Source: an optimization exercise on an open RTL-to-GDS flow (aim: a short achievable clock period and few clock cycles). Production flows keep margins and buffers that such runs may drop.
The RTL was checked by simulation tests, not by an equivalence proof against the original design.
Power and IR drop assume default switching activity.

==> ember: inputs <==
## CHIP
module CHIP(clk,
            rst_n,
            mem_wen_D,
            mem_addr_D,
            mem_wdata_D,
            mem_rdata_D,
            mem_addr_I,
            mem_rdata_I);
clock: 13.0 ns
lec_check: 0
abc_clock_period_in_ps: 3000
cap_margin: 20
cell_pad_in_sites_detail_placement: 1
cell_pad_in_sites_global_placement: 2
core_margin: 2
core_utilization: 45
place_density: 0.55
slew_margin: 20
standard.sh (not shown) runs the stock make flow with config.mk's settings and CLKGATE_MAP_FILE= SYNTH_SCRIPT=/design/flow/synth_recipe.tcl, a recipe that flattens the netlist after the stock synthesis.
==> flow/flow/run.sh <==
#!/bin/bash
# The standard ORFS layout (standard.sh), with these changes:
#  - the full and half adder cells are added to DONT_USE_CELLS, so synthesis
#    leaves adders as plain gates for ABC to map for delay (the registers and
#    their cell types are the same as in the standard synthesis);
#  - ports are buffered with buf_4 (buffer_ports otherwise picks a delay
#    cell, clkdlybuf4s50_1, that footprint-matched sizing cannot leave);
#  - timing repair is asked to leave more setup slack than the default.
set -euo pipefail
W=$(pwd)
cat > "$W/flow_config.mk" <<EOC
include $W/config.mk
export BUFFER_PORTS_ARGS = -buffer_cell sky130_fd_sc_hd__buf_4
export DONT_USE_CELLS += sky130_fd_sc_hd__fa_1 sky130_fd_sc_hd__fa_2 sky130_fd_sc_hd__fa_4 sky130_fd_sc_hd__ha_1 sky130_fd_sc_hd__ha_2 sky130_fd_sc_hd__ha_4
EOC
sed "s|DESIGN_CONFIG=[^ ]*|DESIGN_CONFIG=$W/flow_config.mk|" standard.sh > flow_standard.sh
bash flow_standard.sh SETUP_SLACK_MARGIN=8 finish > run_make.log 2>&1
==> sierra: changes against ember <==
--- a/flow/design.v
+++ b/flow/design.v
@@ -27,11 +27,10 @@
     reg  [31:0] rf [1:31];           
     reg         x_valid;
     reg  [31:0] x_pc, x_link, x_imm;
     reg  [31:0] x_a, x_b, x_sd;      
     reg  [31:0] x_ma, x_mb;          
-    reg  [31:0] x_da, x_db;          
     reg  [4:0]  x_rd, x_rs2;
     reg         x_we;
     reg         x_lw, x_sw, x_mul, x_div, x_beq, x_jal, x_jalr;
     reg         x_radd, x_rsub, x_rand, x_ror, x_rxor, x_rslt, x_rsra, x_rsll, x_rpci, x_rlink;
     reg  [31:0] mp_r0;
@@ -58,12 +57,12 @@
     reg  [31:0] bt_off [0:NB-1];      
     reg  [1:0]  bt_rr;
     reg         x_pred;
     reg  [31:2] x_ptgt;
     reg  [31:0] x_poff;
-    reg         x_jok;               
     reg  [1:0]  x_pidx;
+    reg  [31:0] x_pcmp;              
     reg         d_busy, d_setup;
     reg  [4:0]  d_low;
     reg  [3:0]  d_n;
     reg  [31:0] d_r, d_q;
     reg  [34:0] d_d1, d_d3, d_d5, d_d7;
@@ -156,33 +155,35 @@
                 f_pidx = f_pidx | i;
             end
         end
     end
     wire f_bpred = |bt_hit;
-    wire [8:0]  f_jlo  = {1'b0, pc[7:0]} + {1'b0, ins[27:21], 1'b0};
-    wire        f_jf   = f_jal & (ins[19:12] == {8{ins[31]}}) & (ins[20] == ins[31])
-                       & (ins[30:28] == {3{ins[31]}});
-    wire        f_jok  = (f_jlo[8] == ins[31]);
-    wire [31:0] f_jtgt = {pc[31:8], f_jlo[7:0]};
+    wire [12:0] f_jlo  = {1'b0, pc[11:0]} + {1'b0, ins[20], ins[30:21], 1'b0};
+    wire        f_jfit = (ins[19:12] == {8{ins[31]}}) & (ins[20] == ins[31]) & (f_jlo[12] == ins[31]);
+    wire        f_jf   = f_jal & f_jfit;
+    wire [31:0] f_jtgt = {pc[31:12], f_jlo[11:0]};
     wire        f_pred = f_bpred | f_jf;
+    wire [12:0] f_plo  = {1'b0, f_ptgt[11:2], 2'b00} - {1'b0, ins[31:20]};
+    wire [19:0] f_php  = f_ptgt[31:12] + 20'd1;
+    wire [19:0] f_phm  = f_ptgt[31:12] - 20'd1;
+    wire [19:0] f_phi  = (ins[31] == f_plo[12]) ? f_ptgt[31:12] : (ins[31] ? f_php : f_phm);
+    wire [31:0] f_pcmp = {f_phi, f_plo[11:0]};
     wire [31:0] a_v = x_a;
     wire [31:0] b_v = x_b;
     wire [31:0] ma_v = x_ma;
     wire [31:0] mb_v = x_mb;
-    wire [31:0] da_v = x_da;
-    wire [31:0] db_v = x_db;
     wire [31:0] sum  = a_v + b_v;
     wire [31:0] diff = a_v - b_v;
     wire        slt  = (a_v[31] ^ b_v[31]) ? a_v[31] : diff[31];
     wire [31:0] sra  = $signed(a_v) >>> x_b[4:0];
     wire [31:0] sll  = a_v << x_b[4:0];
     wire [31:0] pci  = x_pc + x_imm;
     wire        eq   = (a_v == b_v);
     wire        taken    = x_jal | x_jalr | (x_beq & eq);
     wire [31:0] target   = x_jalr ? sum : pci;
-    wire        tgt_ok   = (x_poff == x_imm) & x_jok;
-    wire        jr_ok    = (a_v == x_poff);
+    wire        tgt_ok   = (x_poff == x_imm);
+    wire        jr_ok    = (a_v == x_pcmp);
     wire        pred_ok  = x_jalr ? (x_pred & jr_ok)
                          : x_jal  ? (x_pred & tgt_ok)
                          : x_beq  ? (eq ? (x_pred & tgt_ok) : ~x_pred)
                          : ~x_pred;
     wire        redirect = x_valid & ~pred_ok;
@@ -281,42 +282,42 @@
     wire [31:0] mt2_c3_6 = {((mt2_s2_5[30:0] & mt2_c2_5[30:0]) | (mt2_s2_5[30:0] & mt2_c1_4[30:0]) | (mt2_c2_5[30:0] & mt2_c1_4[30:0])), 1'b0};
     wire [31:0] mt2_s4_7 = mt2_s3_6 ^ mt2_c3_6 ^ mp_r9;
     wire [31:0] mt2_c4_7 = {((mt2_s3_6[30:0] & mt2_c3_6[30:0]) | (mt2_s3_6[30:0] & mp_r9[30:0]) | (mt2_c3_6[30:0] & mp_r9[30:0])), 1'b0};
     wire [31:0] mt_s = mt2_s4_7;
     wire [31:0] mt_c = mt2_c4_7;
-    wire        dv_zero = (db_v == 32'd0);
-    wire        dv_lt   = (da_v < db_v);
+    wire        dv_zero = (mb_v == 32'd0);
+    wire        dv_lt   = (ma_v < mb_v);
     reg  [31:0] dv_any, dv_two;      
     reg  [31:0] dv_sh;
     always @(*) begin
-        dv_any = db_v;
+        dv_any = mb_v;
         dv_two = 32'd0;
         for (i = 1; i < 32; i = i * 2)
             for (k = 0; k + i < 32; k = k + 2 * i) begin
                 dv_two[k] = dv_two[k] | dv_two[k + i] | (dv_any[k] & dv_any[k + i]);
                 dv_any[k] = dv_any[k] | dv_any[k + i];
             end
         dv_sh = 32'd0;
         for (k = 0; k < 32; k = k + 1)
-            dv_sh = dv_sh | ({32{db_v[k]}} & (da_v >> k));
+            dv_sh = dv_sh | ({32{mb_v[k]}} & (ma_v >> k));
     end
     wire        dv_p2   = ~dv_two[0];
     wire        dv_triv = dv_zero | dv_lt | dv_p2;
     wire        dv_start = x_valid & x_div & ~d_busy & ~d_setup & ~dv_triv;
-    wire [5:0]  clza = clz32(da_v);
-    wire [5:0]  clzb = clz32(db_v);
+    wire [5:0]  clza = clz32(ma_v);
+    wire [5:0]  clzb = clz32(mb_v);
     wire [4:0]  dv_s = clzb[4:0] - clza[4:0];
     reg  [4:0]  dv_low;
     reg  [3:0]  dv_n;
     always @(*) begin
         dv_low = 5'd0; dv_n = 4'd1;
         for (i = 0; i < 32; i = i + 1)
             if (dv_s == i) begin dv_low = (i / 3) * 3; dv_n = i / 3 + 1; end
     end
-    wire [34:0] b3 = {3'b0, db_v} + {2'b0, db_v, 1'b0};
-    wire [34:0] b5 = {3'b0, db_v} + {1'b0, db_v, 2'b0};
-    wire [34:0] b7 = {db_v, 3'b0} - {3'b0, db_v};
+    wire [34:0] b3 = {3'b0, mb_v} + {2'b0, mb_v, 1'b0};
+    wire [34:0] b5 = {3'b0, mb_v} + {1'b0, mb_v, 2'b0};
+    wire [34:0] b7 = {mb_v, 3'b0} - {3'b0, mb_v};
     wire [35:0] dr1 = {4'b0, d_r} - {1'b0, d_d1};
     wire [35:0] dr2 = {4'b0, d_r} - {d_d1, 1'b0};
     wire [35:0] dr3 = {4'b0, d_r} - {1'b0, d_d3};
     wire [35:0] dr4 = {4'b0, d_r} - {d_d1[33:0], 2'b0};
     wire [35:0] dr5 = {4'b0, d_r} - {1'b0, d_d5};
@@ -386,16 +387,14 @@
         x_b    <= (hit2 & ~f_useimm) ? x_res : f_vb;
         x_sd   <= hit2 ? x_res : f_v2;
         x_rs2  <= f_rs2;
         x_ptgt <= f_jf ? f_jtgt[31:2] : f_ptgt;
         x_poff <= f_jf ? f_imm : f_poff;
-        x_jok  <= ~f_jf | f_jok;
         x_pidx <= f_pidx;
-        x_ma   <= {32{f_mul}} & (hit1 ? x_res : f_v1);
-        x_mb   <= {32{f_mul}} & (hit2 ? x_res : f_v2);
-        x_da   <= {32{f_div}} & (hit1 ? x_res : f_v1);
-        x_db   <= {32{f_div}} & (hit2 ? x_res : f_v2);
+        x_pcmp <= f_pcmp;
+        x_ma   <= {32{f_md}} & (hit1 ? x_res : f_v1);
+        x_mb   <= {32{f_md}} & (hit2 ? x_res : f_v2);
         if (!x_stall) begin
             x_rd   <= f_rd;
             x_pred <= f_pred;
             x_we   <= f_we;
             x_lw   <= f_lw;
@@ -417,11 +416,11 @@
             x_rlink <= f_jal | f_jalr;
         end
         if (x_valid & taken & ~pred_ok) begin
             bt_tag[x_pred ? x_pidx : bt_rr] <= x_pc[31:2];
             bt_tgt[x_pred ? x_pidx : bt_rr] <= target[31:2];
-            bt_off[x_pred ? x_pidx : bt_rr] <= x_jalr ? a_v : x_imm;
+            bt_off[x_pred ? x_pidx : bt_rr] <= x_imm;
         end
         mp_r0 <= mt1_s2_17;
         mp_r1 <= mt1_c2_17;
         mp_r2 <= mt1_s2_18;
         mp_r3 <= mt1_c2_18;
@@ -439,31 +438,33 @@
         w_rd   <= m_rd;
         m_rd   <= x_rd;
         m_we   <= x_we & ~x_mul;
         m_lw   <= x_lw;
         m_mul  <= x_mul;
-        if (dv_start)    d_r <= da_v;
-        else if (d_busy) d_r <= dr_n;
-        d_q   <= d_busy ? dq_n : 32'd0;
-        d_low <= dv_low;
-        d_n   <= dv_n;
-        d_cnt <= d_setup ? d_n : d_cnt - 4'd1;
-        if (d_setup) begin
+        if (dv_start) begin
+            d_r   <= ma_v;
+            d_q   <= 32'd0;
+            d_low <= dv_low;
+            d_n   <= dv_n;
+            d_d1  <= {3'b0, mb_v};
+            d_d3  <= b3;
+            d_d5  <= b5;
+            d_d7  <= b7;
+        end else if (d_setup) begin
             d_d1  <= d_d1 << d_low;
             d_d3  <= d_d3 << d_low;
             d_d5  <= d_d5 << d_low;
             d_d7  <= d_d7 << d_low;
+            d_cnt <= d_n;
         end else if (d_busy) begin
+            d_r   <= dr_n;
+            d_q   <= dq_n;
             d_d1  <= d_d1 >> 3;
             d_d3  <= d_d3 >> 3;
             d_d5  <= d_d5 >> 3;
             d_d7  <= d_d7 >> 3;
-        end else begin
-            d_d1  <= {3'b0, db_v};
-            d_d3  <= b3;
-            d_d5  <= b5;
-            d_d7  <= b7;
+            d_cnt <= d_cnt - 4'd1;
         end
     end
     always @(posedge clk or negedge rst_n) begin
         if (!rst_n) begin
             for (i = 1; i < 32; i = i + 1)
==> summary of the runs <==
In ember the clock-buffer cell count is lower than in sierra, by 24.
Between ember and sierra, the lower hold slack is in sierra (gap 0.012 ns).
Between sierra and ember, the lower sequential power is in sierra (gap about 2.6%, measured against ember).
Against ember, the fmax of sierra is larger by about 1%.
Of ember and sierra, ember has the higher total power (gap 4.9%, measured against sierra).
Between ember and sierra, the lower global-route usage is in sierra (gap 2.0 points).
Of ember and sierra, sierra has the higher worst setup slack (gap 0.055 ns).
Testbench counts of ember, summed over its fixed seeds: cycles 19,509.
Testbench counts of sierra, summed over its fixed seeds: cycles 19,436.

separate check: timing with driven ports:
The flow's constraints put no driver on any port. The routed layouts listed below were extracted and timed again, unchanged, in two steps.
Step 1 sets driving cells, clkbuf_16 on the clock port and buf_2 on the other inputs (assumed; they add their load-dependent delay and slew).
Step 2 adds t to the input delays and takes it off the output delays; t is the mean of the earliest and latest rising clock arrival at the registers after step 1. Input paths then give back, and output paths get back, about the clock's delay inside the block.
a / b / c = ideal ports / drivers / drivers and shift; a / b = the first two.
run | t (ns) | slack for setup (ns) | hold slack, ns
ember | 1.133 | 7.775 / 7.673 / 6.540 | 0.334 / 0.334 / 0.334
sierra | 1.081 | 7.830 / 7.827 / 6.746 | 0.322 / 0.322 / 0.322
After both steps every run listed still meets setup and hold. For ember, which loses most, drivers alone change the setup slack by -0.102 ns; drivers and shift together by -1.235 ns.
